This design comes from an exercise in tuning for small area on the open sky130 flow, not from production work.
Only simulation tests tie the RTL to the original design; equivalence was not proved.

Setup of run A:
==> flow/design.v <==
module life16(
    input clk,
    input load,
    input [255:0] data,
    output reg [255:0] q);
wire [255:0] t0, t1, nxt;
genvar r, c;
generate
  for (r = 0; r < 16; r = r + 1) begin : row
    for (c = 0; c < 16; c = c + 1) begin : col
      lf_fa tri3 (.a(q[r*16 + (c+15)%16]), .b(q[r*16 + c]), .c(q[r*16 + (c+1)%16]),
                  .s(t0[r*16 + c]), .co(t1[r*16 + c]));
    end
  end
  for (r = 0; r < 16; r = r + 2) begin : pr
    for (c = 0; c < 16; c = c + 1) begin : col
      wire a0 = t0[r*16 + c], a1 = t1[r*16 + c];
      wire b0 = t0[(r+1)*16 + c], b1 = t1[(r+1)*16 + c];
      wire nz0, o0, nk0, k0, p0, n1, d1, x1, nr0, nr1, nr2, nr3;
      lf_nor2  g0 (.a(a0), .b(b0), .y(nz0));
      lf_inv   g1 (.a(nz0), .y(o0));
      lf_nand2 g2 (.a(a0), .b(b0), .y(nk0));
      lf_inv   g3 (.a(nk0), .y(k0));
      lf_nor2  g4 (.a(nz0), .b(k0), .y(p0));
      lf_nor2  g5 (.a(a1), .b(b1), .y(n1));
      lf_and2  g6 (.a(a1), .b(b1), .y(d1));
      lf_nor2  g8 (.a(n1), .b(d1), .y(x1));
      lf_nand2 g9  (.a(n1), .b(nk0), .y(nr0));                         
      lf_o22ai g10 (.a1(n1), .a2(nz0), .b1(x1), .b2(o0), .y(nr1));     
      lf_o22ai g11 (.a1(n1), .a2(nk0), .b1(x1), .b2(k0), .y(nr2));     
      lf_o22ai g12 (.a1(x1), .a2(nz0), .b1(d1), .b2(o0), .y(nr3));     
      lf_cell up (.load(load), .d(data[r*16 + c]), .s(q[r*16 + c]), .p0(p0),
                  .t0(t0[((r+15)%16)*16 + c]), .t1(t1[((r+15)%16)*16 + c]),
                  .nr0(nr0), .nr1(nr1), .nr2(nr2), .nr3(nr3), .nx(nxt[r*16 + c]));
      lf_cell dn (.load(load), .d(data[(r+1)*16 + c]), .s(q[(r+1)*16 + c]), .p0(p0),
                  .t0(t0[((r+2)%16)*16 + c]), .t1(t1[((r+2)%16)*16 + c]),
                  .nr0(nr0), .nr1(nr1), .nr2(nr2), .nr3(nr3), .nx(nxt[(r+1)*16 + c]));
    end
  end
endgenerate
always @(posedge clk) q <= nxt;
endmodule
module lf_cell(input load, input d, input s, input p0, input t0, input t1,
               input nr0, input nr1, input nr2, input nr3, output nx);
wire nf1, z, nsz, nld;
lf_mux4  m (.a0(nr3), .a1(nr2), .a2(nr1), .a3(nr0), .s0(t0), .s1(t1), .y(nf1));  
lf_xor2  x (.a(p0), .b(t0), .y(z));                                             
lf_nor2  n (.a(s), .b(z), .y(nsz));
lf_nand2 l (.a(load), .b(d), .y(nld));
lf_o31ai o (.a1(load), .a2(nsz), .a3(nf1), .b1(nld), .y(nx));
endmodule
module lf_fa(input a, input b, input c, output s, output co); assign {co, s} = a + b + c; endmodule
module lf_inv(input a, output y); assign y = ~a; endmodule
module lf_nor2(input a, input b, output y); assign y = ~(a | b); endmodule
module lf_and2(input a, input b, output y); assign y = a & b; endmodule
module lf_nand2(input a, input b, output y); assign y = ~(a & b); endmodule
module lf_xor2(input a, input b, output y); assign y = a ^ b; endmodule
module lf_o22ai(input a1, input a2, input b1, input b2, output y); assign y = ~((a1 | a2) & (b1 | b2)); endmodule
module lf_o31ai(input a1, input a2, input a3, input b1, output y); assign y = ~((a1 | a2 | a3) & b1); endmodule
module lf_mux4(input a0, input a1, input a2, input a3, input s0, input s1, output y);
assign y = s1 ? (s0 ? a3 : a2) : (s0 ? a1 : a0);
endmodule
clock: 5.0 ns
lec_check: 0
cap_margin: 20
core_margin: 2
core_utilization: 70
slew_margin: 20
synth_hierarchical: 1
standard.sh (not shown) runs the stock make flow with config.mk's settings and CLKGATE_MAP_FILE= SYNTH_SCRIPT=/design/flow/synth_recipe.tcl, a recipe that flattens the netlist after the stock synthesis.
==> flow/flow/run.sh <==
#!/bin/bash
# Own layout flow, built on the standard ORFS flow (standard.sh):
#  1. the standard synthesis, unchanged;
#  2. every combinational cell of the synthesized netlist swapped for the smallest drive
#     strength of the same cell (downsize.sed; registers are left alone), since the clock
#     period leaves ample slack; the resizer fixes any slew or capacitance limit later;
#  3. the standard layout with minimum-size port buffers (every port still gets one) and a
#     clock tree of small buffers without dummy loads.
set -euo pipefail
R=orfs/results/sky130hd/life16/base
bash standard.sh synth > synth.log 2>&1
sed -i -f flow/downsize.sed $R/1_2_yosys.v
rm -f $R/1_synth.odb $R/1_synth.sdc
bash standard.sh synth > synth_odb.log 2>&1
bash standard.sh \
  "BUFFER_PORTS_ARGS=-buffer_cell sky130_fd_sc_hd__buf_1" \
  "CTS_ARGS=-sink_clustering_enable -repair_clock_nets -dont_use_dummy_load -buf_list {sky130_fd_sc_hd__clkbuf_4} -sink_clustering_size 8 -sink_clustering_max_diameter 50" \
  finish > layout.log 2>&1
Other scripts of this flow, unchanged in this note and not shown: flow/flow/downsize.sed
Run A has completed all stages; timing, DRC and antenna checks passed.
> inputs changed (run A -> run H)
Settings: changing CORE_UTILIZATION from 70 to 40.
[summary]
- The final reports for run H and run A show post-layout instance area higher in the former.
- Run H against run A: data arrival at the endpoint of the critical path dropped 40 ps; minimum clock period dropped 42 ps.
- Run H reports a lower sum of routed wire length over all layers than run A does.
- Multi-input gate share of the layout cell area (run H over run A): decrease, 1.4 points
- Against run A, run H reports a worst hold-check slack that is higher.
- Run H improves on run A in via count.
- Share of post-route cells with drive strength above 1: run H > run A

[re-timing with driven ports]
The results above use ideal ports. As a check the final layouts listed here were re-extracted and re-timed, cells and wires unchanged.
Step 1: set_driving_cell puts a clkbuf_16 on clk and a buf_2 on each other input, an assumption about the parent block.
Step 2 moves the port delays by t, midway between the first and last clock arrival at a register: inputs arrive t later, outputs are due t later. That takes back most of the time a late clock gives input paths.
Slacks: no drivers / after step 1 / after step 2; pairs: no drivers / after step 1.
| run | shift t [ns] | slack for setup (ns) | worst register clock-pin slew, ns |
|---|---|---|---|
| run A | 0.913 | 2.237 / 2.180 / 2.316 | 0.11 / 0.11 |
| run H | 0.881 | 2.279 / 2.224 / 2.358 | 0.10 / 0.10 |
After both steps every run listed still meets setup and hold.
